This is an optimization exercise on Yosys and OpenROAD, whose aim is a short achievable clock period and few clock cycles, not a production implementation. No functional check of the RTL was part of any run shown here. No activity file was given, so power comes from the tool's default toggle rates.

File: design.v
module dff (q, d, clk, rst);
    output         q;
    input          d;
    input          clk;
    input          rst;
    reg            state;
    assign q = state;
    always @(posedge clk) begin
      state <= rst? 1'b0 : d;
    end
endmodule
module not1 (in1,out);
input in1;
output out;
assign out = ~in1;
endmodule
module nand2 (in1,in2,out);
input in1,in2;
output out;
assign out = ~(in1 & in2);
endmodule
module mux2_1(InA,InB,S,Out);
   input InA,InB,S;
   output Out;
   wire   a1,a2,n1;
   not1 n5(S,n1);
   nand2 n4(InA,n1,a1);
   nand2 n2(InB,S,a2);
   nand2 n3(a1,a2,Out);
endmodule
module register (q, d, clk, rst, we);
   parameter WIDTHreg = 16;
   input [WIDTHreg-1:0] d;
   input               clk, rst, we;
   output [WIDTHreg-1:0] q;
   wire [WIDTHreg-1:0]   enabledIn;
   mux2_1 mux[WIDTHreg-1:0] (.InA (q), .InB(d), .S({WIDTHreg{we}}), .Out(enabledIn));
   dff file[WIDTHreg-1:0] (.q(q), .d(enabledIn), .clk({WIDTHreg{clk}}), .rst({WIDTHreg{rst}}));
endmodule
module rf (
           read1data, read2data, err,
           clk, rst, read1regsel, read2regsel, writeregsel, writedata, write
           );
   parameter WIDTH = 16;
   input clk, rst;
   input [2:0] read1regsel;
   input [2:0] read2regsel;
   input [2:0] writeregsel;
   input [(WIDTH-1):0] writedata;
   input        write;
   output [(WIDTH-1):0] read1data;
   output [(WIDTH-1):0] read2data;
   output        err;
   wire [(WIDTH-1):0] readData0, readData1, readData2, readData3, readData4, readData5, readData6, readData7;
   wire [(WIDTH-1):0] writeData0, writeData1, writeData2, writeData3, writeData4, writeData5, writeData6, writeData7;
   reg [(WIDTH-1):0] outData1, outData2;
   assign read1data = outData1;
   assign read2data = outData2; 
   register my_regs0 (.d(writeData0), .q(readData0), .clk(clk), .rst(rst), .we(1'b1));
   register my_regs1 (.d(writeData1), .q(readData1), .clk(clk), .rst(rst), .we(1'b1));
   register my_regs2 (.d(writeData2), .q(readData2), .clk(clk), .rst(rst), .we(1'b1));
   register my_regs3 (.d(writeData3), .q(readData3), .clk(clk), .rst(rst), .we(1'b1));
   register my_regs4 (.d(writeData4), .q(readData4), .clk(clk), .rst(rst), .we(1'b1));
   register my_regs5 (.d(writeData5), .q(readData5), .clk(clk), .rst(rst), .we(1'b1));
   register my_regs6 (.d(writeData6), .q(readData6), .clk(clk), .rst(rst), .we(1'b1));
   register my_regs7 (.d(writeData7), .q(readData7), .clk(clk), .rst(rst), .we(1'b1));
   assign writeData0 = (write & (writeregsel == 3'b000)) ? writedata : readData0;
   assign writeData1 = (write & (writeregsel == 3'b001)) ? writedata : readData1;
   assign writeData2 = (write & (writeregsel == 3'b010)) ? writedata : readData2;
   assign writeData3 = (write & (writeregsel == 3'b011)) ? writedata : readData3;
   assign writeData4 = (write & (writeregsel == 3'b100)) ? writedata : readData4;
   assign writeData5 = (write & (writeregsel == 3'b101)) ? writedata : readData5;
   assign writeData6 = (write & (writeregsel == 3'b110)) ? writedata : readData6;
   assign writeData7 = (write & (writeregsel == 3'b111)) ? writedata : readData7; 
   always @ (read1regsel, readData0, readData1, readData2, readData3, readData4, readData5,
             readData6, readData7) begin
     case (read1regsel)
       3'b000: outData1 = readData0;
       3'b001: outData1 = readData1; 
       3'b010: outData1 = readData2;  	   
       3'b011: outData1 = readData3; 
       3'b100: outData1 = readData4;  
       3'b101: outData1 = readData5;
       3'b110: outData1 = readData6;
       3'b111: outData1 = readData7;
     endcase  
   end
   always @ (read2regsel, readData0, readData1, readData2, readData3, readData4, readData5,
             readData6, readData7) begin
     case (read2regsel)
       3'b000: outData2 = readData0;
       3'b001: outData2 = readData1; 
       3'b010: outData2 = readData2;  	   
       3'b011: outData2 = readData3; 
       3'b100: outData2 = readData4;  
       3'b101: outData2 = readData5;
       3'b110: outData2 = readData6;
       3'b111: outData2 = readData7;
     endcase  
   end
endmodule
module add1(
            A,
            B,
            CI,
            Sum,
            P,
            G
            );
   input A, B, CI;
   output Sum, G, P;
   assign Sum = A ^ B ^ CI;
   assign G   = A & B;
   assign P   = A | B;
endmodule  
module cla_logic(
                 CI,
                 P,
                 G,
                 C,
                 Ggroup,
                 Pgroup);
   input CI;
   input [3:0] P, G;
   output [4:1] C;
   output       Ggroup, Pgroup;
   assign C[1] = G[0] | P[0] & CI;
   assign C[2] = G[1] | P[1] & C[1];
   assign C[3] = G[2] | P[2] & C[2];
   assign C[4] = G[3] | P[3] & C[3];
   assign Ggroup = G[3] | P[3]&G[2] | P[3]&P[2]&G[1] | P[3]&P[2]&P[1]&G[0];
   assign Pgroup = P[3]&P[2]&P[1]&P[0];
endmodule  
module add4(
            A,                   
            B,                   
            CI,                  
            Sum,                 
            CO,                  
            Pgroup,              
            Ggroup               
            );
   input [3:0] A, B;
   input       CI;
   output [3:0] Sum;
   output       CO, Ggroup, Pgroup;
   wire [3:0]   G, P;
   wire [4:1]   C;
   add1 a0(A[0], B[0],   CI, Sum[0], P[0], G[0]);
   add1 a1(A[1], B[1], C[1], Sum[1], P[1], G[1]);
   add1 a2(A[2], B[2], C[2], Sum[2], P[2], G[2]);
   add1 a3(A[3], B[3], C[3], Sum[3], P[3], G[3]);   
   cla_logic clo (CI, P, G, C, Ggroup, Pgroup);
   assign CO = C[4];
endmodule  
module add16(
            A,                   
            B,                   
            CI,                  
            Sum,                 
            CO,                  
            Ggroup,              
            Pgroup               
            );
   input [15:0] A, B;
   input       CI;
   output [15:0] Sum;
   output       CO, Ggroup, Pgroup;
   wire [3:0]   G, P;
   wire [4:1]   C;
   wire [3:0]   COX;              
   add4 a0 (A[3:0],   B[3:0],     CI, Sum[3:0],   COX[0], P[0], G[0]);
   add4 a1 (A[7:4],   B[7:4],   C[1], Sum[7:4],   COX[1], P[1], G[1]);
   add4 a2 (A[11:8],  B[11:8],  C[2], Sum[11:8],  COX[2], P[2], G[2]);
   add4 a3 (A[15:12], B[15:12], C[3], Sum[15:12], COX[3], P[3], G[3]);   
   cla_logic clo (CI, P, G, C, Ggroup, Pgroup);
   assign CO = C[4];
endmodule  
module mux16_2_1(
                 in1,            
                 in2,            
                 s,              
                 out             
                 );
   input [15:0] in1, in2;
   input        s;
   output [15:0] out;
   assign out = s ? in2 : in1;
endmodule  
module shift1(
              in,                
              op,                
              out
              );
   input [15:0] in;
   input [1:0]  op;
   output reg [15:0] out;
   parameter OP_ROL = 0;             
   parameter OP_SLL = 1;             
   parameter OP_ROR = 2;             
   parameter OP_ASR = 3;             
   always @(*) begin
      case (op)
        OP_ROL: begin
           out[15:1] = in[14:0];
           out[0]    = in[15];
        end
        OP_SLL: begin
           out[15:1] = in[14:0];
           out[0]    = 0;
        end
        OP_ROR: begin
           out[14:0] = in[15:1];
           out[15]   = in[0];
        end
        OP_ASR: begin
           out[14:0] = in[15:1];
           out[15]   = in[15];
        end        
      endcase  
   end
endmodule  
module shift2(
              in,                
              op,                
              out
              );
   input [15:0] in;
   input [1:0]  op;
   output reg [15:0] out;
   parameter OP_ROL = 0;             
   parameter OP_SLL = 1;             
   parameter OP_ROR = 2;             
   parameter OP_ASR = 3;             
   always @(*) begin
      case (op)
        OP_ROL: begin
           out[15:2] = in[13:0];
           out[1:0]  = in[15:14];
        end
        OP_SLL: begin
           out[15:2] = in[13:0];
           out[1:0]  = 0;
        end
        OP_ROR: begin
           out[13:0]  = in[15:2];
           out[15:14] = in[1:0];
        end
        OP_ASR: begin
           out[13:0] = in[15:2];
           out[15]   = in[15];
           out[14]   = in[15];
        end        
      endcase  
   end
endmodule  
module shift4(
              in,                
              op,                
              out
              );
   input [15:0] in;
   input [1:0]  op;
   output reg [15:0] out;
   parameter OP_ROL = 0;             
   parameter OP_SLL = 1;             
   parameter OP_ROR = 2;             
   parameter OP_ASR = 3;             
   always @(*) begin
      case (op)
        OP_ROL: begin
           out[15:4] = in[11:0];
           out[3:0]  = in[15:12];
        end
        OP_SLL: begin
           out[15:4] = in[11:0];
           out[3:0]  = 0;
        end
        OP_ROR: begin
           out[11:0]  = in[15:4];
           out[15:12] = in[3:0];
        end
        OP_ASR: begin
           out[11:0] = in[15:4];
           out[15]   = in[15];
           out[14]   = in[15];
           out[13]   = in[15];
           out[12]   = in[15];
        end        
      endcase  
   end
endmodule  
module shift8(
              in,                
              op,                
              out
              );
   input [15:0] in;
   input [1:0]  op;
   output reg [15:0] out;
   parameter OP_ROL = 0;             
   parameter OP_SLL = 1;             
   parameter OP_ROR = 2;             
   parameter OP_ASR = 3;             
   always @(*) begin
      case (op)
        OP_ROL: begin
           out[15:8] = in[7:0];
           out[7:0]  = in[15:8];
        end
        OP_SLL: begin
           out[15:8] = in[7:0];
           out[7:0]  = 0;
        end
        OP_ROR: begin
           out[7:0]  = in[15:8];
           out[15:8] = in[7:0];
        end
        OP_ASR: begin
           out[7:0] = in[15:8];
           out[15]   = in[15];
           out[14]   = in[15];
           out[13]   = in[15];
           out[12]   = in[15];
           out[11]   = in[15];
           out[10]   = in[15];
           out[9]    = in[15];
           out[8]    = in[15];                                 
        end        
      endcase  
   end
endmodule  
module shift16(
               In,               
               Cnt,              
               Op,               
               Out               
               );
   input [15:0] In;
   input [3:0]  Cnt;
   input [1:0]  Op;
   output [15:0] Out;
   wire [15:0] l3, sl3,          
               l2, sl2,          
               l1, sl1,          
               l0, sl0;          
   shift8 s8 (l3, Op, sl3);
   shift4 s4 (l2, Op, sl2);
   shift2 s2 (l1, Op, sl1);
   shift1 s1 (l0, Op, sl0);
   assign l3 = In;
   mux16_2_1 m3 (l3, sl3, Cnt[3], l2);
   mux16_2_1 m2 (l2, sl2, Cnt[2], l1);
   mux16_2_1 m1 (l1, sl1, Cnt[1], l0);
   mux16_2_1 m0 (l0, sl0, Cnt[0], Out);   
endmodule  
module btr_calc(Rs, Rd);
input[15:0] Rs;
output[15:0] Rd;
assign Rd[15] = Rs[0];
assign Rd[14] = Rs[1];
assign Rd[13] = Rs[2];
assign Rd[12] = Rs[3];
assign Rd[11] = Rs[4];
assign Rd[10] = Rs[5];
assign Rd[9] = Rs[6];
assign Rd[8] = Rs[7];
assign Rd[7] = Rs[8];
assign Rd[6] = Rs[9];
assign Rd[5] = Rs[10];
assign Rd[4] = Rs[11];
assign Rd[3] = Rs[12];
assign Rd[2] = Rs[13];
assign Rd[1] = Rs[14];
assign Rd[0] = Rs[15];
endmodule
module ALU (
            A,                   
            B,                   
            Op,                  
            sign,                
            Out,                 
            OFL,                 
            Zero                 
            );
   input [15:0] A, B;
   input [4:0]  Op;
   input        sign;
   output reg [15:0] Out;
   output            OFL, Zero;
   parameter ADD   = 0;
   parameter SUB   = 1;
   parameter OR    = 2;
   parameter AND   = 3;
   parameter ROL   = 4;
   parameter SLL   = 5;
   parameter ROR   = 6;
   parameter SRA   = 7;
   parameter ST    = 8;
   parameter LD    = 9;
   parameter STU   = 10;
   parameter BTR   = 11;
   parameter SEQ   = 12;
   parameter SLT   = 13;
   parameter SLE   = 14;
   parameter SCO   = 15;
   parameter BEQZ  = 16;
   parameter BNEZ  = 17;
   parameter BLTZ  = 18;
   parameter LBI   = 19;
   parameter SLBI  = 20;
   parameter JINST = 21;
   parameter JAL   = 22;
   parameter JR    = 23;
   parameter JALR  = 24;
   parameter RET   = 25;
   parameter SIIC  = 26;
   parameter RTI   = 27;
   parameter NOP   = 28;
   parameter HALT  = 29;
   wire signed [15:0] opA;
   wire signed [15:0] opB;
   wire [15:0]        shifter_Out;
   reg [1:0]          shifter_op;
   wire [15:0]        add_Sum;
   wire               add_CO, add_P, add_G;
   wire [15:0]        btr_rd;              
   wire               OFL_signed, OFL_unsigned;
   shift16 shifter (opA, opB[3:0], shifter_op, shifter_Out); 
   add16   adder   (.A(opA),
                    .B(opB),
                    .CI(Cin),
                    .Sum(add_Sum), 
                    .CO(add_CO), 
                    .Ggroup(add_G),
                    .Pgroup(add_P));
   btr_calc btr(.Rs(opA), .Rd(btr_rd));
   wire               sub = (Op == SUB);
   assign opA = sub ? B     : A;
   assign opB = sub ? ~A    : B;
   assign Cin = sub ? 1'b1  : 1'b0;
   assign OFL_signed = ( opA[15] &  opB[15] & ~add_Sum[15]) |   
                       (~opA[15] & ~opB[15] &  add_Sum[15]);    
   assign OFL_unsigned = add_CO;
   assign OFL = sign ? OFL_signed : OFL_unsigned;
   assign Zero = (opA == 16'h0000) ? 1'b1 : 1'b0;		 
   always @ (Op, add_Sum, add_CO, shifter_Out, opA, opB, btr_rd) begin
      shifter_op = 2'b00;
      case (Op)
        ADD   : Out = add_Sum;
        SUB   : Out = add_Sum;
        ROR   : begin
	   shifter_op = 2'b10;
	   Out = shifter_Out;
	end	
        SRA   : begin
	   shifter_op = 2'b11;
	   Out = shifter_Out;
	end
	ROL   : begin
	   shifter_op = 2'b00;
	   Out = shifter_Out;
	end
	SLL   : begin
	   shifter_op = 2'b01;
	   Out = shifter_Out;
	end
	OR    : Out = opA | opB;
        AND   : Out = opA & opB;
	LD    : Out = add_Sum;
	ST    : Out = add_Sum; 
	STU   : Out = add_Sum;
	BTR   : Out = btr_rd;
	SEQ   : Out = (opA == opB) ? 16'h0001 : 16'h0000;
	SLT   : Out = opA < opB;
	SLE   : Out = opA <= opB;
	BLTZ  : Out = (opA[15]) ? 16'hFFFF : 16'h0000;	 
	SCO   : Out = add_CO;
	LBI   : Out = opB;
	SLBI  : Out = {opA[7:0], 8'b0} | opB;
	JR    : Out = add_Sum;
	JALR  : Out = add_Sum;
	RET   : Out = opB;		 
	SIIC  : Out = 16'b0; 	 
        RTI   : Out = 16'b0;		 
	NOP   : Out = 16'b0;		 
	HALT  : Out = 16'b0;		 
        default:
          Out = 16'hbada;
      endcase
   end
endmodule  
module alu_op_decode (instr, alu_op);
input [15:0] instr;
output [4:0] alu_op;
parameter ADD   = 0;
parameter SUB   = 1;
parameter OR    = 2;
parameter AND   = 3;
parameter ROL   = 4;
parameter SLL   = 5;
parameter ROR   = 6;
parameter SRA   = 7;
parameter ST    = 8;
parameter LD    = 9;
parameter STU   = 10;
parameter BTR   = 11;
parameter SEQ   = 12;
parameter SLT   = 13;
parameter SLE   = 14;
parameter SCO   = 15;
parameter BEQZ  = 16;
parameter BNEZ  = 17;
parameter BLTZ  = 18;
parameter LBI   = 19;
parameter SLBI  = 20;
parameter JINST = 21;
parameter JAL   = 22;
parameter JR    = 23;
parameter JALR  = 24;
parameter RET   = 25;
parameter SIIC  = 26;
parameter RTI   = 27;
parameter NOP   = 28;
parameter HALT  = 29;
reg [4:0] op;
wire [6:0] instr_op;
assign instr_op = {instr[15:11], instr[1:0]};
assign alu_op = op;
always @ (*) begin
	casex (instr_op)
	7'b1101100 : op = ADD;
	7'b1101101 : op = SUB;
	7'b1101110 : op = OR;
	7'b1101111 : op = AND;
	7'b1101000 : op = ROL;
	7'b1101001 : op = SLL;
	7'b1101010 : op = ROR;
	7'b1101011 : op = SRA;
	7'b00000xx : op = HALT;
	7'b00001xx : op = NOP;
	7'b01000xx : op = ADD;
	7'b01001xx : op = SUB;
	7'b01010xx : op = OR;
	7'b01011xx : op = AND;
	7'b10100xx : op = ROL;
	7'b10101xx : op = SLL;
	7'b10110xx : op = ROR;
	7'b10111xx : op = SRA;
	7'b10000xx : op = ST;
	7'b10001xx : op = LD;
	7'b10011xx : op = STU;
	7'b11001xx : op = BTR;
	7'b11100xx : op = SEQ;
	7'b11101xx : op = SLT;
	7'b11110xx : op = SLE;
	7'b11111xx : op = SCO;
	7'b01100xx : op = BEQZ;
	7'b01101xx : op = BNEZ;
	7'b01111xx : op = BLTZ;
	7'b11000xx : op = LBI;
	7'b10010xx : op = SLBI;
	7'b00100xx : op = JINST;
	7'b00101xx : op = JR;
	7'b00110xx : op = JAL;
	7'b00111xx : op = JALR;
	7'b01110xx : op = RET;
	7'b00010xx : op = SIIC;
	7'b00011xx : op = RTI;
	default	  : op = 5'b11111;
	endcase
end
endmodule
module alu_operand_decode (instr, rsVal, rtVal, opA, opB);
   input [15:0] instr;
   input [15:0] rsVal;
   input [15:0] rtVal;
   output [15:0] opA;
   output [15:0] opB;
   reg [15:0]    opBVal;
   wire [6:0]    op;
   assign opA = rsVal;
   assign opB = opBVal;
   assign op = {instr[15:11], instr[1:0]};
   always @ (*) begin
      casex (op)
	7'b1101100 :  
	  opBVal = rtVal;
	7'b1101101 :  
	  opBVal = rtVal;
	7'b1101110 :  
	  opBVal = rtVal;
	7'b1101111 :  
	  opBVal = rtVal;
	7'b1101000 :  
	  opBVal = rtVal;
	7'b1101001 :  
	  opBVal = rtVal;
	7'b1101010 :  
	  opBVal = rtVal;
	7'b1101011 :  
	  opBVal = rtVal;
	7'b00000xx :  
	  opBVal = 16'b0;	 
	7'b00001xx :  
	  opBVal = 16'b0;	 
	7'b01000xx :  
	  opBVal = {{11{instr[4]}}, instr[4:0]};  
	7'b01001xx :  
	  opBVal = {{11{instr[4]}}, instr[4:0]};  
	7'b01010xx :  
	  opBVal = {11'b0, instr[4:0]};		 
	7'b01011xx :  
	  opBVal = {11'b0, instr[4:0]};		 
	7'b10100xx :  
	  opBVal = {11'b0, instr[4:0]};		 
	7'b10101xx :  
	  opBVal = {11'b0, instr[4:0]};		 
	7'b10110xx :  
	  opBVal = {11'b0, instr[4:0]};		 
	7'b10111xx :  
	  opBVal = {11'b0, instr[4:0]};		 
	7'b10000xx :  
	  opBVal = {{11{instr[4]}}, instr[4:0]};  
	7'b10001xx :  
	  opBVal = {{11{instr[4]}}, instr[4:0]};  
	7'b10011xx :  
	  opBVal = {{11{instr[4]}}, instr[4:0]};  
	7'b11001xx :  
	  opBVal = 16'b1;	 
	7'b11100xx :  
	  opBVal = rtVal;
	7'b11101xx :  
	  opBVal = rtVal;
	7'b11110xx :  
	  opBVal = rtVal;
	7'b11111xx :  
	  opBVal = rtVal;
	7'b01100xx :  
	  opBVal = {{8{instr[7]}}, instr[7:0]};		 
	7'b01101xx :  
	  opBVal = {{8{instr[7]}}, instr[7:0]};		 
	7'b01111xx :  
	  opBVal = {{8{instr[7]}}, instr[7:0]};		 
	7'b11000xx :  
	  opBVal = {{8{instr[7]}}, instr[7:0]};		 
	7'b10010xx :  
	  opBVal = {8'b0, instr[7:0]};					 
	7'b00100xx :  
	  opBVal = {{5{instr[10]}}, instr[10:0]};	 
	7'b00101xx :  
	  opBVal = {{8{instr[7]}}, instr[7:0]};		 
	7'b00110xx :  
	  opBVal = {{5{instr[10]}}, instr [10:0]};  
	7'b00111xx :  
	  opBVal = {{8{instr[7]}}, instr[7:0]};		 
	7'b01110xx :  
	  opBVal = rtVal;
	7'b00010xx :  
	  opBVal = 16'b0;   
	7'b00011xx :  
	  opBVal = 16'b0;   
	default	  : opBVal = 16'b1;	
      endcase
   end
endmodule
module alu_destination_decode (instr, rd, we_reg);
   input [15:0] instr;
   output reg [2:0] rd;
   output reg       we_reg;
   wire [2:0]       rd_imm, rd_reg, rd_ld_imm;
   assign rd_imm = instr[7:5];
   assign rd_reg = instr[4:2];
   assign rd_ld_imm = instr[10:8];
   wire [6:0]       op;
   assign op = {instr[15:11], instr[1:0]};
   always @ (*) begin
      casex (op)
	7'b1101100 : begin  
	   rd = rd_reg;
	   we_reg = 1'b1;
	end
	7'b1101101 : begin  
	   rd = rd_reg;
	   we_reg = 1'b1;
	end
	7'b1101110 : begin  
	   rd = rd_reg;
	   we_reg = 1'b1;
	end
	7'b1101111 : begin 
	   rd = rd_reg;
	   we_reg = 1'b1;
	end
	7'b1101000 : begin  
	   rd = rd_reg;
	   we_reg = 1'b1;
	end
	7'b1101001 : begin  
	   rd = rd_reg;
	   we_reg = 1'b1;
        end
	7'b1101010 : begin  
	   rd = rd_reg;
	   we_reg = 1'b1;
	end
	7'b1101011 : begin 
	   rd = rd_reg;
	   we_reg = 1'b1;
        end
	7'b11100xx : begin  
	   rd = rd_reg;
	   we_reg = 1'b1;
        end
	7'b11101xx : begin 
	   rd = rd_reg;
	   we_reg = 1'b1;
        end
	7'b11110xx : begin 
	   rd = rd_reg;
           we_reg = 1'b1;
	end
	7'b11111xx : begin  
	   rd = rd_reg;
	   we_reg = 1'b1;
        end
	7'b11001xx : begin  
	   rd = rd_reg;
           we_reg = 1'b1;
	end
	7'b01000xx : begin  
	   rd = rd_imm;
	   we_reg = 1'b1;
        end
	7'b01001xx : begin 
	   rd = rd_imm;
           we_reg = 1'b1;
        end
	7'b01010xx : begin 
	   rd = rd_imm;
	   we_reg = 1'b1;
        end
	7'b01011xx : begin  
	   rd = rd_imm;
           we_reg = 1'b1;
        end
	7'b10100xx : begin  
	   rd = rd_imm;
           we_reg = 1'b1;
        end
	7'b10101xx : begin  
	   rd = rd_imm;
           we_reg = 1'b1;
        end
	7'b10110xx : begin  
	   rd = rd_imm;
           we_reg = 1'b1;
	end
	7'b10111xx : begin  
	   rd = rd_imm;
 	   we_reg = 1'b1;
        end
	7'b10001xx : begin  
	   rd = rd_imm;
	   we_reg = 1'b1;
        end
	7'b11000xx : begin  
	   rd = rd_ld_imm;
	   we_reg = 1'b1;
	end
	7'b10010xx : begin 
	   rd = rd_ld_imm;
	   we_reg = 1'b1;
	end
	7'b00110xx : begin  
	   rd = 3'd7;
	   we_reg = 1'b1;
	end
	7'b00111xx : begin  
	   rd = 3'd7;
	   we_reg = 1'b1;
	end
  	7'b10011xx : begin  
	   rd = rd_ld_imm;
	   we_reg = 1'b1;
	end
	7'b10000xx : begin  
           rd = 3'd0;
           we_reg = 1'b0;
        end
	7'b01100xx : begin  
           rd = 3'd0;
	   we_reg = 1'b0;
        end
	7'b01101xx : begin  
           rd = 3'd0;
	   we_reg = 1'b0;
        end
	7'b01111xx : begin  
           rd = 3'd0;
	   we_reg = 1'b0;
        end
	7'b00100xx : begin  
           rd = 3'd0;
	   we_reg = 1'b0;
        end
	7'b00101xx : begin  
           rd = 3'd0;
	   we_reg = 1'b0;
        end
	7'b01110xx : begin  
           rd = 3'd0;
	   we_reg = 1'b0;
        end
	7'b00010xx : begin  
           rd = 3'd0;
	   we_reg = 1'b0;
        end
	7'b00011xx : begin  
           rd = 3'd0;
	   we_reg = 1'b0;
        end
	7'b00000xx : begin  
           rd = 3'd0;
	   we_reg = 1'b0;
        end
	7'b00001xx : begin  
           rd = 3'd0;
	   we_reg = 1'b0;
        end
	default	  : begin
           rd = 3'd0;
           we_reg = 1'b0;
        end
      endcase
   end
endmodule
module branch_logic (op, zero, top_alu, bt);
   input [4:0] op;
   input       zero;
   input       top_alu;
   output reg  bt;
   parameter BEQZ = 5'b01100;
   parameter BNEZ = 5'b01101;
   parameter BLTZ = 5'b01111;
   parameter JUMP = 5'b00100;
   parameter JR   = 5'b00101;
   parameter JAL  = 5'b00110;
   parameter JALR = 5'b00111;
   parameter RET  = 5'b01110;
   always@(*) begin
      case (op)
	BEQZ : bt = (zero == 1'b1) ? 1'b1 : 1'b0;
	BNEZ : bt = (zero == 1'b1) ? 1'b0 : 1'b1;
	BLTZ : bt = (zero == 1'b0 && top_alu == 1'b1) ? 1'b1 : 1'b0;
        JUMP : bt = 1;
        JR   : bt = 1;
        JAL  : bt = 1;
        JALR : bt = 1;
        RET  : bt = 1;
        default : bt = 0;
      endcase
   end
endmodule
module brj_addr_calc (instr, next_pc, dest_addr);
   input [15:0] instr;
   input [15:0] next_pc;
   output [15:0] dest_addr;
   wire [4:0]    op;
   wire          co, G, P;
   reg [15:0]    sextVal;
   assign op = instr[15:11];
   add16 add (.A(sextVal), .B(next_pc), .CI(1'b0), .Sum(dest_addr), .CO(co), .Ggroup(G), .Pgroup (P));
   always @ (*) begin
      case (op)
	5'b01100 : begin   
	   sextVal = {{8{instr[7]}}, instr[7:0]};		
	end
	5'b01101 : begin   
	   sextVal = {{8{instr[7]}}, instr[7:0]}; 
	end
	5'b01111 : begin	 
	   sextVal = {{8{instr[7]}}, instr[7:0]};
	end
	5'b00100 : begin	 
	   sextVal = {{5{instr[10]}}, instr[10:0]};
	end
	5'b00110 : begin   
	   sextVal = {{5{instr[10]}}, instr[10:0]};
	end
	default :  begin
	   sextVal = 16'b0;
	end			
      endcase
   end
endmodule
module next_pc_addr (instr, pc_inc, alu_out, brj_dest, bt, stall, next_pc, pc);
   input [15:0] instr;
   input [15:0] pc_inc;
   input [15:0] pc;
   input [15:0] alu_out;
   input [15:0] brj_dest;
   input        bt;
   input        stall;
   output [15:0] next_pc;
   wire [4:0]        op;
   reg [15:0] br_pc;
   assign op = instr[15:11];
   assign next_pc = (stall & ~bt) ? pc : br_pc; 
   always @ (*) begin
         case (op)
	   5'b01100 : begin	 
	      br_pc = (bt == 1'b1) ? brj_dest : pc_inc;
	   end
	   5'b01101 : begin   
	      br_pc = (bt == 1'b1) ? brj_dest : pc_inc;
	   end
	   5'b01111 : begin   
	      br_pc = (bt == 1'b1) ? brj_dest : pc_inc;
	   end
	   5'b00100 : begin   
	      br_pc = brj_dest;	
	   end
	   5'b00101 : begin   
	      br_pc = alu_out;
	   end
	   5'b00110 : begin   
	      br_pc = brj_dest;
	   end
	   5'b00111 : begin   
	      br_pc = alu_out;
	   end
	   5'b01110 : begin   
	      br_pc = alu_out;
	   end
	   5'b00011 : begin   
	      br_pc = alu_out;
	   end
	   default : begin
	      br_pc = pc_inc;
	   end
         endcase  
   end
endmodule
module mem_decode_logic (instr, e_mem, wr_mem, halt);
   input [15:0] instr;
   output reg   halt;		 
   output reg   e_mem;
   output reg   wr_mem;
   wire [6:0]   op;
   assign op = {instr[15:11], instr[1:0]};
   always @ (*) begin
      casex (op)
	7'b10001xx : begin  
	   wr_mem = 1'b0;
	   e_mem = 1'b1;
	   halt = 1'b0;
        end
	7'b10011xx : begin 
	   wr_mem = 1'b1;
	   e_mem = 1'b1;
	   halt = 1'b0;
	end
	7'b10000xx : begin  
	   wr_mem = 1'b1;
           e_mem = 1'b1;
	   halt = 1'b0;
	end 
	7'b00000xx : begin  
	   wr_mem = 1'b0;
	   e_mem = 1'b0;
	   halt = 1'b1;
        end      
	default	  : begin
	   e_mem = 1'b0;
	   wr_mem = 1'b0;
	   halt = 1'b0;
        end
      endcase
   end
endmodule
module dest_data_decode (instr, next_pc, alu_out, mem_out, rdata);
   input [15:0] instr;
   input [15:0] next_pc;
   input [15:0] alu_out;
   input [15:0] mem_out;
   output reg [15:0] rdata;
   wire [6:0]        op; 
   assign op = {instr[15:11], instr[1:0]};
   always @ (*) begin
      casex (op)
	7'b1101100 :  
	  rdata = alu_out;
	7'b1101101 :  
	  rdata = alu_out;
	7'b1101110 :  
	  rdata = alu_out;
	7'b1101111 :  
	  rdata = alu_out;
	7'b1101000 :  
	  rdata = alu_out;
	7'b1101001 :  
	  rdata = alu_out;
	7'b1101010 :  
	  rdata = alu_out;
	7'b1101011 :  
	  rdata = alu_out;
	7'b11100xx :  
	  rdata = alu_out;
	7'b11101xx :  
	  rdata = alu_out;
	7'b11110xx :  
	  rdata = alu_out;
	7'b11111xx :  
	  rdata = alu_out;
	7'b11001xx :  
	  rdata = alu_out;
	7'b01000xx :  
	  rdata = alu_out;
	7'b01001xx :  
	  rdata = alu_out;
	7'b01010xx :  
	  rdata = alu_out;
	7'b01011xx :  
	  rdata = alu_out;
	7'b10100xx :  
	  rdata = alu_out;
	7'b10101xx :  
	  rdata = alu_out;
	7'b10110xx :  
	  rdata = alu_out;
	7'b10111xx :  
	  rdata = alu_out;
	7'b10001xx :  
	  rdata = mem_out;
	7'b11000xx :  
	  rdata = alu_out;
	7'b10010xx :  
	  rdata = alu_out;
	7'b00110xx :  
	  rdata = next_pc;
	7'b00111xx :  
	  rdata = next_pc;
	7'b10011xx :  
	  rdata = alu_out;   
	default	  : rdata = 16'b0;
      endcase
   end
endmodule
module proc(
	    clk,
	    rst,
	    imem_rdata,
	    dmem_rdata,
	    imem_addr,
	    dmem_addr,
	    dmem_wdata,
	    dmem_en,
	    dmem_wr,
	    halt
	    );
   input clk;
   input rst;
   input [15:0] imem_rdata;
   input [15:0] dmem_rdata;
   output [15:0] imem_addr;
   output [15:0] dmem_addr;
   output [15:0] dmem_wdata;
   output        dmem_en;
   output        dmem_wr;
   output        halt;
   localparam OP_HALT = 5'b00000, OP_J = 5'b00100, OP_JR = 5'b00101, OP_JAL = 5'b00110,
              OP_JALR = 5'b00111, OP_ADDI = 5'b01000, OP_SUBI = 5'b01001, OP_ORI = 5'b01010,
              OP_ANDI = 5'b01011, OP_BEQZ = 5'b01100, OP_BNEZ = 5'b01101, OP_RET = 5'b01110,
              OP_BLTZ = 5'b01111, OP_ST = 5'b10000, OP_LD = 5'b10001, OP_SLBI = 5'b10010,
              OP_STU = 5'b10011, OP_LBI = 5'b11000, OP_BTR = 5'b11001, OP_SHR = 5'b11010,
              OP_ALR = 5'b11011, OP_SEQ = 5'b11100, OP_SLT = 5'b11101, OP_SLE = 5'b11110,
              OP_SCO = 5'b11111;
   reg [15:0] pc;
   reg [15:0] ras;            
   reg        ras_v;
   reg        d_v;
   reg [2:0]  d_rs, d_rt, d_dst;
   reg [7:0]  d_i8;
   reg [15:0] d_imm, d_pc2, d_tgt, d_ras;
   reg        d_pt;           
   reg        d_wr, d_rrr, d_agu, d_ret, d_jr, d_ld, d_st, d_stu, d_lbi, d_slbi, d_call, d_halt;
   reg        d_beqz, d_bnez, d_bltz;
   reg        d_sum, d_sub, d_or, d_and, d_shl, d_shr, d_rot, d_btr, d_seq, d_slt, d_sle, d_sco;
   reg        x_wr, x_ld, x_en, x_we, x_halt, x_beqz, x_bnez, x_bltz, x_pt, x_ev;
   reg [2:0]  x_dst;
   reg [15:0] x_A, x_B, x_S, x_addr, x_early, x_ebyp, x_pc2, x_tgt;
   reg        x_sub;
   reg        x_s_sum, x_s_or, x_s_and, x_s_shl, x_s_shr, x_s_btr, x_s_seq, x_s_slt, x_s_sle,
              x_s_sco, x_s_slbi, x_s_early, x_rot;
   reg [15:0] rf [0:7];
   reg [15:0] d_rfa, d_rft;   
   reg        d_rfa_z;        
   reg        x_zk, x_zv, x_nk, x_nv;  
   reg        fa_x, ft_x, fa_w, ft_w, f7_x;  
   reg        w_wr;           
   reg [2:0]  w_dst;
   reg [15:0] w_res;
   wire        stall, x_redir, d_redir;
   wire        d_go = d_v & ~stall & ~x_redir;
   wire        d_bres, d_bmis, d_jrr;
   wire [15:0] d_btgt;
   wire [15:0] x_rtgt, agu, x_res;
   wire [15:0] fi = imem_rdata;
   wire [4:0]  fop = fi[15:11];
   wire [15:0] pc2 = pc + 16'd2;
   wire [15:0] f_tt;          
   wire [8:0]  lo8;
   wire [11:0] lo11;
   wire [7:0]  h8m1, h8p1, h8p2;
   wire [4:0]  h5m1, h5p1, h5p2;
   wisc_addlo8  a8  (.a(pc2[7:0]),  .b(fi[7:0]),  .s(lo8));
   wisc_addlo11 a11 (.a(pc2[10:0]), .b(fi[10:0]), .s(lo11));
   wisc_hv8 hv8 (.a(pc[15:8]),  .m1(h8m1), .p1(h8p1), .p2(h8p2));
   wisc_hv5 hv5 (.a(pc[15:11]), .m1(h5m1), .p1(h5p1), .p2(h5p2));
   wire [7:0]  t8c1, t8c0;
   wire [4:0]  t11c1, t11c0;
   wisc_hpre8 hp8 (.c2(&pc[7:1]), .sg(fi[7]), .h(pc[15:8]), .m1(h8m1), .p1(h8p1), .p2(h8p2),
                   .c1v(t8c1), .c0v(t8c0));
   wisc_hpre5 hp5 (.c2(&pc[10:1]), .sg(fi[10]), .h(pc[15:11]), .m1(h5m1), .p1(h5p1), .p2(h5p2),
                   .c1v(t11c1), .c0v(t11c0));
   wisc_tsel tsel (.fi(fi), .lo8(lo8), .lo11(lo11), .t8c1(t8c1), .t8c0(t8c0), .t11c1(t11c1), .t11c0(t11c0),
                   .tgt(f_tt));
   wire        f_isj    = (fop == OP_J) | (fop == OP_JAL);
   wire        f_isbr   = (fop == OP_BEQZ) | (fop == OP_BNEZ) | (fop == OP_BLTZ);
   wire        f_isret  = (fop == OP_RET);
   wire        f_iscall = (fop == OP_JAL) | (fop == OP_JALR);
   wire        f_brt    = f_isbr & (fi[7] | (fop == OP_BNEZ));
   wire        f_take   = f_isj | f_brt;
   wire [15:0] f_seq    = (f_isret & ras_v) ? ras : pc2;
   wire        s_x = x_redir;
   wire        s_d = d_v & ~stall & ~x_redir & d_jrr;
   wire        s_b = d_v & ~stall & ~x_redir & d_bmis;
   wire        s_h = stall & ~x_redir;
   wire        s_n = ~x_redir & ~d_redir & ~stall;
   wire [15:0] pc_rest = ({16{s_x}} & x_rtgt) | ({16{s_b}} & d_btgt) | ({16{s_h}} & pc) |
                         ({16{s_n & ~f_take}} & f_seq);
   wire [15:0] pc_next;
   wisc_ao3 pcmux (.s1(s_n & f_take & ~rst), .a(f_tt), .s2(s_d & ~rst), .b(agu),
                   .s3(~(s_n & f_take) & ~s_d & ~rst), .c(pc_rest),
                   .y(pc_next));
   always @(posedge clk) begin
      pc <= pc_next;
   end
   always @(posedge clk) begin
      if (rst)
        ras_v <= 1'b0;
      else if (f_iscall) begin
         ras_v <= 1'b1;
         ras <= pc2;
      end
   end
   assign imem_addr = pc;
   wire f_alr  = (fop == OP_ALR);
   wire f_rfmt = (fop == OP_BTR) | (fop == OP_SHR) | f_alr | (fop[4:2] == 3'b111);
   wire f_ifmt = (fop[4:2] == 3'b010) | (fop[4:2] == 3'b101) | (fop == OP_LD);
   wire f_sfmt = (fop == OP_LBI) | (fop == OP_SLBI) | (fop == OP_STU);
   wire [2:0] f_dst = f_iscall ? 3'd7 : f_sfmt ? fi[10:8] : f_ifmt ? fi[7:5] : fi[4:2];
   wire f_shi  = (fop[4:2] == 3'b101);
   wire f_shr_r = (fop == OP_SHR);
   wire [1:0] f_shop = f_shr_r ? fi[1:0] : fop[1:0];
   reg  [15:0] f_imm;
   always @(*) begin
      case (fop)
        OP_ADDI, OP_SUBI, OP_ST, OP_LD, OP_STU: f_imm = {{11{fi[4]}}, fi[4:0]};
        OP_LBI, OP_JR, OP_JALR:                 f_imm = {{8{fi[7]}}, fi[7:0]};
        OP_SLBI:                                f_imm = {8'd0, fi[7:0]};
        default:                                f_imm = {11'd0, fi[4:0]};
      endcase
   end
   wire [2:0] n_rs = stall ? d_rs : fi[10:8];
   wire [2:0] n_rt = stall ? d_rt : fi[7:5];
   wire       n_xw = d_go & d_wr;
   always @(posedge clk) begin
      d_rfa <= rf[n_rs];
      d_rfa_z <= (rf[n_rs] == 16'd0);
      d_rft <= rf[n_rt];
      fa_x <= n_xw & (d_dst == n_rs);
      ft_x <= n_xw & (d_dst == n_rt);
      f7_x <= n_xw & (d_dst == 3'd7);
      fa_w <= x_wr & (x_dst == n_rs);
      ft_w <= x_wr & (x_dst == n_rt);
   end
   always @(posedge clk) begin
      if (rst | x_redir | d_redir)
        d_v <= 1'b0;
      else if (!stall)
        d_v <= 1'b1;
      if (!stall) begin
         d_rs   <= fi[10:8];
         d_rt   <= fi[7:5];
         d_i8   <= fi[7:0];
         d_dst  <= f_dst;
         d_imm  <= f_imm;
         d_pc2  <= pc2;
         d_tgt  <= f_tt;
         d_ras  <= ras;
         d_pt   <= f_isret ? ras_v : f_brt;
         d_wr   <= f_rfmt | f_ifmt | f_sfmt | f_iscall;
         d_rrr  <= f_shr_r | f_alr | (fop[4:2] == 3'b111);
         d_agu  <= (fop == OP_LD) | (fop == OP_ST) | (fop == OP_STU) | (fop == OP_JR) | (fop == OP_JALR);
         d_ret  <= f_isret;
         d_jr   <= (fop == OP_JR) | (fop == OP_JALR);
         d_ld   <= (fop == OP_LD);
         d_st   <= (fop == OP_ST) | (fop == OP_STU);
         d_stu  <= (fop == OP_STU);
         d_lbi  <= (fop == OP_LBI);
         d_slbi <= (fop == OP_SLBI);
         d_call <= f_iscall;
         d_halt <= (fop == OP_HALT);
         d_beqz <= (fop == OP_BEQZ);
         d_bnez <= (fop == OP_BNEZ);
         d_bltz <= (fop == OP_BLTZ);
         d_sub  <= (fop == OP_SUBI) | (f_alr & (fi[1:0] == 2'b01));
         d_sum  <= (fop == OP_ADDI) | (fop == OP_SUBI) | (f_alr & ~fi[1]);
         d_or   <= (fop == OP_ORI) | (f_alr & (fi[1:0] == 2'b10));
         d_and  <= (fop == OP_ANDI) | (f_alr & (fi[1:0] == 2'b11));
         d_shl  <= (f_shi | f_shr_r) & ~f_shop[1];
         d_shr  <= (f_shi | f_shr_r) & f_shop[1];
         d_rot  <= ~f_shop[0];
         d_btr  <= (fop == OP_BTR);
         d_seq  <= (fop == OP_SEQ);
         d_slt  <= (fop == OP_SLT);
         d_sle  <= (fop == OP_SLE);
         d_sco  <= (fop == OP_SCO);
      end
   end
   wire        a_fx = fa_x;
   wire        t_fx = ft_x;
   wire [15:0] a_rf = fa_w ? w_res : d_rfa;
   wire [15:0] t_rf = ft_w ? w_res : d_rft;
   wire [15:0] a_val, t_val, b_val;
   wisc_mux16 amux (.s(a_fx), .a(x_res), .b(a_rf), .y(a_val));
   wisc_mux16 tmux (.s(t_fx), .a(x_res), .b(t_rf), .y(t_val));
   wire        b_fx = d_rrr & t_fx;
   wire [15:0] b_oth = d_rrr ? t_rf : d_imm;
   wisc_mux16 bmux (.s(b_fx), .a(x_res), .b(b_oth), .y(b_val));
   wire [15:0] base = a_fx ? x_ebyp : a_rf;
   wire        base_ok = ~a_fx | x_ev;
   wire [15:0] sum_b;
   wire [8:0]  ab_lo;
   wire [7:0]  ab_hp, ab_hm;
   wisc_addlo8  ab8 (.a(base[7:0]), .b(d_imm[7:0]), .s(ab_lo));
   wisc_incdec8 abi (.a(base[15:8]), .p(ab_hp), .m(ab_hm));
   wisc_hsel8   abs (.c(ab_lo[8]), .sg(d_imm[15]), .h(base[15:8]), .hp(ab_hp), .hm(ab_hm), .y(sum_b[15:8]));
   assign sum_b[7:0] = ab_lo[7:0];
   wire        r7_fx = f7_x;
   wire [15:0] r7 = r7_fx ? x_ebyp : rf[7];
   wire        r7_ok = ~r7_fx | x_ev;
   assign agu = d_ret ? r7 : sum_b;
   assign stall = d_v & ((d_agu & ~base_ok) | (d_ret & ~r7_ok));
   wire ret_hit = d_pt & (r7 == d_ras);
   wire [15:0] t_e  = t_fx ? x_ebyp : t_rf;
   wire        t_ok = ~t_fx | x_ev;
   wire [15:0] ez_b = d_rrr ? t_e : d_imm;
   wire [15:0] ez_a = base ^ {16{d_sub}};
   wire [15:0] ez_p = ez_b ^ ez_a;
   wire [15:0] ez_o = ez_b | ez_a;
   wire        ez_add = (ez_p == {ez_o[14:0], d_sub});
   wire        ez_eq  = (base == t_e);
   wire        ez_ult = (base[14:0] < t_e[14:0]);
   wire        ez_lt  = (base[15] & ~t_e[15]) | (~(base[15] ^ t_e[15]) & ez_ult);
   wire        ez_cmp = (d_seq & ez_eq) | (d_slt & ez_lt) | (d_sle & (ez_lt | ez_eq));
   wire        d_cmp  = d_seq | d_slt | d_sle;
   always @(posedge clk) begin
      if (rst | ~d_go) begin
         x_wr <= 1'b0; x_ld <= 1'b0; x_en <= 1'b0; x_we <= 1'b0; x_halt <= 1'b0;
         x_beqz <= 1'b0; x_bnez <= 1'b0; x_bltz <= 1'b0;
      end else begin
         x_wr <= d_wr; x_ld <= d_ld; x_en <= d_ld | d_st; x_we <= d_st; x_halt <= d_halt;
         x_beqz <= d_beqz & ~d_bres; x_bnez <= d_bnez & ~d_bres; x_bltz <= d_bltz & ~d_bres;
      end
      x_dst <= d_dst;
      x_A <= a_val;
      x_B <= b_val;
      x_S <= t_val;
      x_addr <= sum_b;
      x_early <= d_stu ? sum_b : d_call ? d_pc2 : d_imm;
      x_ebyp <= d_stu ? sum_b : d_call ? d_pc2 : d_lbi ? d_imm : {base[7:0], d_i8};
      x_ev <= d_stu | d_call | d_lbi | (d_slbi & base_ok);
      x_zk <= d_call | d_lbi | ((d_slbi | (d_cmp & t_ok) | (d_sum & (~d_rrr | t_ok))) & base_ok);
      x_zv <= d_call ? (d_pc2 == 16'd0) : d_lbi ? (d_imm == 16'd0) : d_slbi ? ({base[7:0], d_i8} == 16'd0) :
              d_sum ? ez_add : ~ez_cmp;
      x_nk <= d_call | d_lbi | (d_slbi & base_ok) | d_cmp;
      x_nv <= d_call ? d_pc2[15] : d_lbi ? d_imm[15] : d_slbi & base[7];
      x_pc2 <= d_pc2;
      x_tgt <= d_tgt;
      x_pt <= d_pt;
      x_sub <= d_sub;
      x_s_sum <= d_sum; x_s_or <= d_or; x_s_and <= d_and;
      x_s_shl <= d_shl; x_s_shr <= d_shr; x_rot <= d_rot;
      x_s_btr <= d_btr; x_s_seq <= d_seq; x_s_slt <= d_slt; x_s_sle <= d_sle;
      x_s_sco <= d_sco; x_s_slbi <= d_slbi; x_s_early <= d_stu | d_call | d_lbi;
   end
   wire [15:0] ax = x_A ^ {16{x_sub}};
   wire [8:0]  xs_lo, xs_h0, xs_h1;
   wisc_addc8 xal (.a(x_B[7:0]),  .b(ax[7:0]),  .ci(x_sub), .s(xs_lo));
   wisc_addc8 xh0 (.a(x_B[15:8]), .b(ax[15:8]), .ci(1'b0),  .s(xs_h0));
   wisc_addc8 xh1 (.a(x_B[15:8]), .b(ax[15:8]), .ci(1'b1),  .s(xs_h1));
   wire [8:0]  xs_hi;
   wisc_mux9  xhs (.s(xs_lo[8]), .a(xs_h1), .b(xs_h0), .y(xs_hi));
   wire [15:0] sum = {xs_hi[7:0], xs_lo[7:0]};
   wire        c16 = xs_hi[8];
   wire        ult = (x_A[14:0] < x_B[14:0]);
   wire        eq  = (x_A == x_B);
   wire        slt = (x_A[15] & ~x_B[15]) | (~(x_A[15] ^ x_B[15]) & ult);
   wire [3:0]  n = x_B[3:0];
   wire [15:0] l0 = n[0] ? {x_A[14:0], x_rot ? x_A[15]    : 1'b0}  : x_A;
   wire [15:0] l1 = n[1] ? {l0[13:0],  x_rot ? l0[15:14]  : 2'b0}  : l0;
   wire [15:0] l2 = n[2] ? {l1[11:0],  x_rot ? l1[15:12]  : 4'b0}  : l1;
   wire [15:0] l3 = n[3] ? {l2[7:0],   x_rot ? l2[15:8]   : 8'b0}  : l2;
   wire        sg = x_A[15];
   wire [15:0] r0 = n[0] ? {x_rot ? x_A[0]   : sg,       x_A[15:1]} : x_A;
   wire [15:0] r1 = n[1] ? {x_rot ? r0[1:0]  : {2{sg}},  r0[15:2]}  : r0;
   wire [15:0] r2 = n[2] ? {x_rot ? r1[3:0]  : {4{sg}},  r1[15:4]}  : r1;
   wire [15:0] r3 = n[3] ? {x_rot ? r2[7:0]  : {8{sg}},  r2[15:8]}  : r2;
   wire [15:0] btr;
   genvar gi;
   generate for (gi = 0; gi < 16; gi = gi + 1) begin : g_btr
      assign btr[gi] = x_A[15-gi];
   end endgenerate
   wire [15:0] x_oth = ({16{x_s_or}} & (x_A | x_B)) | ({16{x_s_and}} & (x_A & x_B)) |
                  ({16{x_s_shl}} & l3) | ({16{x_s_shr}} & r3) | ({16{x_s_btr}} & btr) |
                  ({16{x_s_slbi}} & {x_A[7:0], x_B[7:0]}) |
                  ({16{x_s_early}} & x_early) | ({16{x_ld}} & dmem_rdata) |
                  {15'd0, (x_s_seq & eq) | (x_s_slt & slt) | (x_s_sle & (slt | eq))};
   wisc_fin xfin (.s(x_s_sum), .a(sum), .sc(x_s_sco), .c(c16), .o(x_oth), .y(x_res));
   wire a_zero = (x_A == 16'd0);
   wire taken  = (x_beqz & a_zero) | (x_bnez & ~a_zero) | (x_bltz & x_A[15]);
   assign x_redir = (x_beqz | x_bnez | x_bltz) & (taken ^ x_pt);
   assign x_rtgt = taken ? x_tgt : x_pc2;
   always @(posedge clk) begin
      if (x_wr)
        rf[x_dst] <= x_res;
   end
   always @(posedge clk) begin
      if (rst)
        w_wr <= 1'b0;
      else
        w_wr <= x_wr;
      w_dst <= x_dst;
      w_res <= x_res;
   end
   wire        d_zero = a_fx ? x_zv : fa_w ? (w_res == 16'd0) : d_rfa_z;
   wire        d_neg  = a_fx ? x_nv : fa_w ? w_res[15] : d_rfa[15];
   wire        d_rok  = ~a_fx | (d_bltz ? x_nk : x_zk);
   wire        d_isbr = d_beqz | d_bnez | d_bltz;
   wire        d_tk   = (d_beqz & d_zero) | (d_bnez & ~d_zero) | (d_bltz & d_neg);
   assign d_bres = d_isbr & d_rok;
   assign d_bmis = d_bres & (d_tk ^ d_pt);
   assign d_btgt = d_tk ? d_tgt : d_pc2;
   assign d_jrr  = d_jr | (d_ret & ~ret_hit);
   assign d_redir = d_v & ~stall & ~x_redir & (d_jrr | d_bmis);
   assign dmem_addr = x_addr;
   assign dmem_wdata = x_S;
   assign dmem_en = x_en;
   assign dmem_wr = x_we;
   assign halt = x_halt;
endmodule
module wisc_mux16 (s, a, b, y);
   input        s;
   input [15:0] a, b;
   output [15:0] y;
   assign y = s ? a : b;
endmodule
module wisc_addlo8 (a, b, s);
   input [7:0] a, b;
   output [8:0] s;
   assign s = {1'b0, a} + {1'b0, b};
endmodule
module wisc_addlo11 (a, b, s);
   input [10:0] a, b;
   output [11:0] s;
   assign s = {1'b0, a} + {1'b0, b};
endmodule
module wisc_incdec8 (a, p, m);
   input [7:0] a;
   output [7:0] p, m;
   assign p = a + 1'b1;
   assign m = a - 1'b1;
endmodule
module wisc_hv8 (a, m1, p1, p2);
   input [7:0] a;
   output [7:0] m1, p1, p2;
   assign m1 = a - 8'd1;
   assign p1 = a + 8'd1;
   assign p2 = a + 8'd2;
endmodule
module wisc_hv5 (a, m1, p1, p2);
   input [4:0] a;
   output [4:0] m1, p1, p2;
   assign m1 = a - 5'd1;
   assign p1 = a + 5'd1;
   assign p2 = a + 5'd2;
endmodule
module wisc_tsel (fi, lo8, lo11, t8c1, t8c0, t11c1, t11c0, tgt);
   input [15:0] fi;
   input [8:0]  lo8;
   input [11:0] lo11;
   input [7:0]  t8c1, t8c0;
   input [4:0]  t11c1, t11c0;
   output [15:0] tgt;
   wire        isj = (fi[15:13] == 3'b001) & ~fi[11];
   wire [7:0]  t8h  = lo8[8] ? t8c1 : t8c0;
   wire [4:0]  t11h = lo11[11] ? t11c1 : t11c0;
   assign tgt = isj ? {t11h, lo11[10:0]} : {t8h, lo8[7:0]};
endmodule
module wisc_hpre8 (c2, sg, h, m1, p1, p2, c1v, c0v);
   input       c2, sg;
   input [7:0] h, m1, p1, p2;
   output [7:0] c1v, c0v;
   assign c1v = c2 ? (sg ? p1 : p2) : (sg ? h : p1);
   assign c0v = c2 ? (sg ? h : p1) : (sg ? m1 : h);
endmodule
module wisc_hpre5 (c2, sg, h, m1, p1, p2, c1v, c0v);
   input       c2, sg;
   input [4:0] h, m1, p1, p2;
   output [4:0] c1v, c0v;
   assign c1v = c2 ? (sg ? p1 : p2) : (sg ? h : p1);
   assign c0v = c2 ? (sg ? h : p1) : (sg ? m1 : h);
endmodule
module wisc_ao3 (s1, a, s2, b, s3, c, y);
   input        s1, s2, s3;
   input [15:0] a, b, c;
   output [15:0] y;
   assign y = ({16{s1}} & a) | ({16{s2}} & b) | ({16{s3}} & c);
endmodule
module wisc_hsel8 (c, sg, h, hp, hm, y);
   input       c, sg;
   input [7:0] h, hp, hm;
   output [7:0] y;
   assign y = (c & ~sg) ? hp : (~c & sg) ? hm : h;
endmodule
module wisc_addc8 (a, b, ci, s);
   input [7:0] a, b;
   input       ci;
   output [8:0] s;
   assign s = {1'b0, a} + {1'b0, b} + {8'd0, ci};
endmodule
module wisc_mux9 (s, a, b, y);
   input       s;
   input [8:0] a, b;
   output [8:0] y;
   assign y = s ? a : b;
endmodule
module wisc_fin (s, a, sc, c, o, y);
   input        s, sc, c;
   input [15:0] a, o;
   output [15:0] y;
   assign y = ({16{s}} & a) | {15'd0, sc & c} | o;
endmodule
File: run.sh
#!/bin/bash
# synth_recipe.tcl (not shown) runs the flow's synth.tcl, then flattens the netlist and writes it again
# the make line also repeats each setting of config.mk as NAME=value (left out here)
make -C /OpenROAD-flow-scripts/flow DESIGN_CONFIG=/design/flow/config.mk WORK_HOME=/design/flow/orfs CLKGATE_MAP_FILE= SYNTH_SCRIPT=/design/flow/synth_recipe.tcl finish
File: constraint.sdc
create_clock -name core_clock -period 8.0 [get_ports {clk}]
set_input_delay 1.6000 -clock core_clock [delete_from_list [all_inputs] [get_ports {clk}]]
set_output_delay 1.6000 -clock core_clock [all_outputs]
set_load 0.01 [all_outputs]
File: config.mk
export PLATFORM = sky130hd
export DESIGN_NAME = proc
export DESIGN_NICKNAME = proc
export VERILOG_FILES = /design/flow/design.v
export SDC_FILE = /design/flow/constraint.sdc
export NUM_CORES = 4
export LEC_CHECK = 0
export ABC_CLOCK_PERIOD_IN_PS = 2500
export CAP_MARGIN = 20
export CORE_MARGIN = 2
export CORE_UTILIZATION = 40
export SETUP_SLACK_MARGIN = 5.0
export SLEW_MARGIN = 20
export SYNTH_HIERARCHICAL = 1
export TNS_END_PERCENT = 100
==> flow_summary.json, run 1 <==
{
  "holdPathEnd": "x_s_btr$_DFF_P_",
  "rr_startpoint": "fa_w$_DFF_P_",
  "cts_buffer_depth": 3,
  "pre_cts_slack_ps": 2770,
  "pwr-share-clk_pct": 31.2,
  "yosysMostFrequentCell": "nand2_1",
  "vias": 26700,
  "cpMaxStageDelayCell": "a222oi_1",
  "synth_seq_cells": 467,
  "grt_use_met1_pct": 37.8,
  "root_buffer": "clkbuf_16",
  "synthesis.nets": 3237,
  "yosys.area.top_type": "edfxtp_1",
  "synth.area.top_cells": "edfxtp_1, dfxtp_1, mux2i_1, ha_1, nand2_1",
  "path_clk_slew_ps": 60,
  "cp.arrival_ps": 3860,
  "rr_worst_depth": 16,
  "holdWs_ps": 344,
  "yosysWarnings": 7,
  "powerDensity_nw_per_um2": 222,
  "max-slew-margin-rel_pct": 27.7,
  "drt_iter0_markers": 3781,
  "die_y_microns": 278,
  "critical_path_required_ps": 8500,
  "combinationalPowerShare_pct": 33.0,
  "tightest_slew_ps": 1080,
  "grt_pass1_wl_microns": 167000,
  "stdcell_count": 4280,
  "p_int_mw": 5.62,
  "fin_util_pct": 51.1,
  "cts_tree": "built",
  "final_antenna_net_count": 0,
  "drv_slew": 0,
  "clock_skew_ps": 27.3,
  "wl_per_cell_microns": 27.3,
  "async_flop_share_pct": 0,
  "synth_edf_count": 235,
  "sw_frac_of_total_pct": 33.4,
  "synth_top_area_share_pct": 23.4,
  "min_path_type": "reg -> reg",
  "die_area_sq_um": 77500,
  "top_register": "rf",
  "r2r-end": "pc[15]$_DFF_P_",
  "ioPinCount": 85,
  "synth_area_sq_um": 30100,
  "netlist_instances": 3054,
  "final_cell_area_sq_um": 38000,
  "numPlacedInstances": 3946,
  "totalPowerFinal_mw": 8.43,
  "critPathMaxFanout": 4,
  "tns_ps": 0,
  "row_count": 100,
  "max_stage_delay_ps": 360,
  "crit_top_cell": "mux2_4",
  "routed_wl_microns": 117000,
  "overflow": 0,
  "drive_above_1_share_pct": 25.5,
  "reg2reg_slack_ps": 4670,
  "crit_path_start_kind": "primary input",
  "synth_area_per_cell_sq_um": 9.86,
  "fin_crit_ps": 3360,
  "htree_levels": 2,
  "cts.sinks": 467,
  "numCtsBuffers": 51,
  "antenna_found_initial": 3,
  "grt_pass1_vias": 25400,
  "timing.final.ws_setup_ps": 4640,
  "grtUsageMet3_pct": 4.10,
  "numPortBuffers": 84,
  "setup-violations-final": 0,
  "area_delta_synth_final_pct": 26.4,
  "max_freq_ghz": 0.298,
  "synthTopCellsByCount": "nand2_1, edfxtp_1, mux2i_1",
  "post-route-period-util_pct": 42.0,
  "die_w_microns": 278,
  "drt_drc_violations_left": 0,
  "min_from": "d_btr$_DFFE_PN_",
  "busiest_layer": "met2",
  "start_util_pct": 40.4,
  "grt_setup_unrepaired": "yes",
  "post_synth_num_cell_types": 98,
  "nets": 3450,
  "total_leakage_power_nw": 15.3,
  "first_pass_iters": 8,
  "grt_use_met2_pct": 46.2,
  "dp_hpwl_microns": 73000,
  "viasPerCell": 6.24,
  "outcome": "timing/DRC/antenna clean",
  "pwr-share-seq_pct": 35.8,
  "peakVddDrop_mv": 0.188,
  "place_congestion": 0.966,
  "clk_latency_ps": 620,
  "path_class": "in -> reg",
  "maxCapViolCount": 0,
  "grt_usage_pct": 28.6,
  "synth_ff_type": "edfxtp_1",
  "synth_seq_area_share_pct": 38.9,
  "core_sq_um": 74400,
  "hold_depth": 0,
  "critical_path.cell_chain": "buf_12, ha_4, fa_2, a21oi_2, nor2b_4, a31oi_4, o21ai_4, mux2_4, mux2_4, a222oi_1, inv_1",
  "dpl_cell_area_sq_um": 31700,
  "hold_viol": 0,
  "switching_power_mw": 2.81,
  "cp-end-kind": "flip-flop",
  "grt_max_degree": 82,
  "largest_register_ffs": 128
}
[Yosys stat by module, one instance, submodules excluded, excerpt]
module | cells inside | flip-flops and latches | copies in the design
wisc_addlo11 | 68 | 0 | 1
wisc_mux9 | 10 | 0 | 1
wisc_fin | 18 | 0 | 1
wisc_mux16 | 18 | 0 | 3
wisc_hpre8 | 47 | 0 | 1
wisc_tsel | 33 | 0 | 1
[placed cells by master (no fill, tap or decap), types with 17 or more instances in the layout]
master / netlist / routed
a2111oi_0: 34 / 28
a21o_1: 37 / 27
a21oi_1: 109 / 100
a22oi_1: 31 / 29
a32oi_1: 40 / 40
and2_1: 35 / 31
buf_12: 6 / 34
buf_4: 12 / 192
buf_6: 19 / 45
clkbuf_16: 0 / 62
dfxtp_1: 232 / 205
dfxtp_4: 0 / 19
dlygate4sd2_1: 0 / 52
edfxtp_1: 235 / 235
ha_1: 140 / 118
ha_4: 0 / 21
inv_1: 107 / 99
mux2_2: 90 / 61
mux2_4: 46 / 76
mux2i_1: 233 / 194
mux2i_4: 0 / 35
mux4_2: 21 / 21
nand2_1: 346 / 337
nand2b_1: 84 / 84
nand3_1: 128 / 125
nand4_1: 28 / 28
nor2_1: 176 / 166
nor2b_1: 29 / 25
nor3_1: 29 / 25
nor4_1: 24 / 17
o2111ai_1: 18 / 18
o211ai_1: 26 / 26
o21ai_0: 118 / 92
xnor2_1: 90 / 82
xor2_1: 68 / 60
[area by class of cell]
type	count	area [sq um]
fill	6408	36400
multi-input combinational	2256	18700
sequential	467	11800
timing repair buffer	375	3980
clock buffer	72	1560
tap	969	1210
inverter	115	485
clock inverter	24	324
timing repair inverter	1	7.51
antenna	1	2.50
[how the worst max path moves through the flow]
stage	startpoint	endpoint	depth (start not counted)
after floorplan	imem_rdata[0]	pc[10]$_DFF_P_	11
after global placement	imem_rdata[1]	pc[10]$_DFF_P_	10
after detailed placement	imem_rdata[1]	pc[8]$_DFF_P_	10
after CTS	imem_rdata[0]	pc[8]$_DFF_P_	11
after global routing	fa_w$_DFF_P_	pc[15]$_DFF_P_	16
final	imem_rdata[0]	pc[8]$_DFF_P_	11
[repair_timing]
action                     in CTS  in global routing
setup endpoints to repair     436                206
pin swaps                      62                 41
gates resized for setup       455                142
buffers inserted              138                 75
gates cloned                   18                  6
hold buffers                    0                  0
[power groups by stage]
stage          Sequential, mW  Clock [mW]  Combinational (mW)
6_report                 3.01        2.63                2.78
3_3_place_gp             3.05           0                2.11
5_1_grt                  3.03        2.73                2.93
2_1_floorplan            2.97           0                1.47
4_1_cts                  3.00        2.65                2.56
3_5_place_dp             3.06           0                2.16
[metal layers]
layer  vias up  share of wire, %
li1      11600                 -
met1     13100                40
met2      1640                46
met3       346               8.9
met4         6               5.4
met5         -             0.024
[logic make-up after synthesis]
group | after synthesis | share of synthesized area [%]
simple gates | 932 | 14.8
compound gates | 617 | 14.8
other cells | 2 | 0.0249
xor+xnor | 159 | 4.67
fa+ha+maj | 149 | 6.42
buf+inv | 334 | 5.23
mux | 394 | 15.2
flops | 467 | 38.9
[critical path, delay by kind of cell]
| kind | cells | cell delay, ps |
|---|---|---|
| AOI/OAI and AO/OA | 4 | 890 |
| muxes | 2 | 600 |
| adders and majority gates | 2 | 510 |
| and+or+nand+nor | 1 | 70 |
| buffers and inverters | 2 | 190 |
==> run 2, diff against run 1 <==
--- a/design.v
+++ b/design.v
@@ -1099,3 +1099,3 @@
    reg        x_zk, x_zv, x_nk, x_nv;  
-   reg        fa_x, ft_x, fa_w, ft_w, f7_x;  
+   reg        fa_x, ft_x, fa_w, ft_w, f7_x, f7_w;  
    reg        w_wr;           
@@ -1178,6 +1178,10 @@
    wire       n_xw = d_go & d_wr;
-   always @(posedge clk) begin
-      d_rfa <= rf[n_rs];
-      d_rfa_z <= (rf[n_rs] == 16'd0);
-      d_rft <= rf[n_rt];
+   wire        w_hit_a = w_wr & (w_dst == n_rs);
+   wire [15:0] n_rfa, n_rft;
+   wisc_mux16 wamux (.s(w_hit_a), .a(w_res), .b(rf[n_rs]), .y(n_rfa));
+   wisc_mux16 wtmux (.s(w_wr & (w_dst == n_rt)), .a(w_res), .b(rf[n_rt]), .y(n_rft));
+   always @(posedge clk) begin
+      d_rfa <= n_rfa;
+      d_rfa_z <= (w_hit_a ? (w_res == 16'd0) : (rf[n_rs] == 16'd0));
+      d_rft <= n_rft;
       fa_x <= n_xw & (d_dst == n_rs);
@@ -1185,2 +1189,3 @@
       f7_x <= n_xw & (d_dst == 3'd7);
+      f7_w <= x_wr & (x_dst == 3'd7);
       fa_w <= x_wr & (x_dst == n_rs);
@@ -1252,3 +1257,3 @@
    wire        r7_fx = f7_x;
-   wire [15:0] r7 = r7_fx ? x_ebyp : rf[7];
+   wire [15:0] r7 = r7_fx ? x_ebyp : f7_w ? w_res : rf[7];
    wire        r7_ok = ~r7_fx | x_ev;
@@ -1337,4 +1342,4 @@
    always @(posedge clk) begin
-      if (x_wr)
-        rf[x_dst] <= x_res;
+      if (w_wr)
+        rf[w_dst] <= w_res;
    end
==> run 2 against run 1 <==
Sequential power is 4% higher. Combinational power is 6% lower. Die area is 1.8% lower. Highest routed layer is now met4. Register-to-register slack worse by 110 ps. Still clean on timing, DRC and antenna. Worst setup slack got worse by 79 ps. Non-clock buffer count decreased by 21. Largest power group unchanged. Core utilization fell by 0.31 points. Global-route usage decreased by 1.4 points. Worst hold slack better by 7.2 ps. Synthesized cell count shrank 3.7%.
==> flow_summary.json, run 2 <==
{
  "hold_viol": 0,
  "final_cell_area_sq_um": 37100,
  "cp-end-kind": "flip-flop",
  "pwr-share-clk_pct": 31.5,
  "ioPinCount": 85,
  "cpMaxStageDelayCell": "dfxtp_4",
  "path_delay_family": "multiplexers",
  "root_buffer": "clkbuf_16",
  "cts_tree": "built",
  "peakVddDrop_mv": 0.171,
  "row_count": 99,
  "area_delta_synth_final_pct": 25.6,
  "powerDensity_nw_per_um2": 226,
  "total_leakage_power_nw": 15.0,
  "async_flop_share_pct": 0,
  "multiInputGateArea_sq_um": 18000,
  "synthTopCellsByCount": "nand2_1, mux2i_1, dfxtp_1",
  "final-seq-area_sq_um": 12000,
  "post-route-period-util_pct": 43.0,
  "tightest_slew_ps": 1050,
  "synth_area_per_cell_sq_um": 10.1,
  "critical_path.cell_chain": "mux2_4, mux2i_4, inv_2, ha_4, fa_2, a21oi_2, nor2b_2, a31oi_1, o21ai_1, buf_6, mux2i_4, mux2_4, a222oi_1, inv_1",
  "outcome": "timing/DRC/antenna clean",
  "grt_setup_unrepaired": "yes",
  "pwr-share-seq_pct": 37.4,
  "grtUsageMet3_pct": 3.96,
  "grt_pass1_wl_microns": 156000,
  "fin_crit_ps": 3440,
  "drt_drc_violations_left": 0,
  "vias": 25200,
  "dp_hpwl_microns": 71500,
  "synth_seq_area_share_pct": 39.9,
  "max_freq_ghz": 0.291,
  "yosys.area.top_type": "edfxtp_1",
  "synth_area_sq_um": 29500,
  "clock_skew_ps": 29.6,
  "final_common_cell": "nand2_1",
  "critPathMaxFanout": 8,
  "stdcell_count": 4161,
  "final_antenna_net_count": 0,
  "crit_path_start_kind": "flip-flop",
  "setup-violations-final": 0,
  "critical_path_required_ps": 8480,
  "cts.sinks": 472,
  "synthesis.nets": 3123,
  "path_class": "reg -> reg",
  "tns_ps": 0,
  "synth_ff_type": "dfxtp_1",
  "netlist_instances": 2940
}
==> run 2: cell types whose count changed in the layout (fill, tap and decap cells not counted), moves of 26 or more <==
cell	delta
a2111oi_0	-27
buf_6	-26
nor2_1	-41
o21ai_0	+31
a32oi_1	-39
nand3_1	+44
nand2b_1	-60
==> run 2: cell families after synthesis <==
logic type / Yosys count / synth area share, %
AND/OR/NAND/NOR: 863 / 13.9
AO/OA/AOI/OAI: 557 / 12.9
flip-flops: 472 / 39.9
multiplexers: 423 / 16.4
buffers and inverters: 305 / 5.21
XOR/XNOR: 169 / 5.01
adder cells (fa/ha/maj): 149 / 6.54
other: 2 / 0.0254
==> run 2: final cells by class <==
class                      count  share of cell area [%]
timing repair inverter         3                  0.0607
clock inverter                26                   0.920
multi-input combinational   2166                    48.4
timing repair buffer         354                    9.54
clock buffer                  74                    4.28
antenna                        1                 0.00674
inverter                     106                    1.27
sequential                   472                    32.2
tap                          959                    3.23
==> run 2: worst paths after layout <==
kind / to / cells past startpoint / slack, ps / start
worst max-delay path: pc[15]$_DFF_P_ / 14 / 4560 / fa_w$_DFF_P_
worst min-delay path: x_s_or$_DFF_P_ / 0 / 350 / d_or$_DFFE_PN_
worst max register to register: pc[15]$_DFF_P_ / 14 / 4560 / fa_w$_DFF_P_
worst min register to register: x_s_or$_DFF_P_ / 0 / 350 / d_or$_DFFE_PN_
==> run 2: through the flow <==
step | setup slack [ps] | hold WS (ps) | power (mW) | utilization, %
floorplan | 4070 | 323 | 4.49 | -
global placement | 2720 | 333 | 5.19 | 42.5
detailed placement | 2620 | 338 | 5.23 | 42.5
CTS | 4660 | 353 | 8.12 | 48.6
global route | 4500 | 361 | 8.68 | 50.8
finish | 4560 | 352 | 8.39 | 50.8
==> run 2: worst reg2reg max path, stage by stage (launching register included) <==
cell      delay (ps)
dfxtp_4          410
mux2_4           370
mux2i_4          230
inv_2             80
ha_4             170
fa_2             400
a21oi_2          170
nor2b_2           60
a31oi_1          190
o21ai_1          110
buf_6            180
mux2i_4          230
mux2_4           310
a222oi_1         350
inv_1             60
==> run 2: layer usage <==
metal	wire [microns]	up-vias	share of wire, %
li1	-	11200	-
met1	45500	12400	42
met2	49500	1363	45
met3	8940	275	8.2
met4	4920	0	4.5
met5	0	-	0
==> run 2: power groups by stage <==
stage / Sequential (mW) / Combinational (mW) / Clock (mW)
after floorplan: 3.03 / 1.46 / 0
after CTS: 3.15 / 2.31 / 2.66
after detailed placement: 3.19 / 2.04 / 0
final: 3.13 / 2.61 / 2.64
after global placement: 3.18 / 2.00 / 0
after global routing: 3.15 / 2.77 / 2.76
==> run 2: Yosys stat by module, one instance, submodules excluded, a selection <==
module       copies in the design  cell area, sq um  flops+latches
wisc_addlo8                     2               315              0
wisc_mux16                      5               249              0
wisc_hpre5                      1               295              0
wisc_hpre8                      1               484              0
wisc_addc8                      3               313              0
wisc_mux9                       1               146              0
wisc_hv8                        1               382              0
wisc_ao3                        1               248              0
wisc_hsel8                      1               277              0
wisc_fin                        1               151              0
wisc_hv5                        1               215              0
==> run 2: repair_timing <==
action,in CTS,in global routing
gates cloned,10,10
endpoints found under the setup margin,308,121
pin swaps,56,63
setup buffers,120,93
resized for setup,444,172

Re-timed with assumed drivers on the ports (clkbuf_16 on the clock, buf_2 on other inputs), run 2 has 4.561 ns of setup slack against 4.561 ns with ideal ports, and 4.001 ns once port delays also move by the mid clock arrival of 0.669 ns.
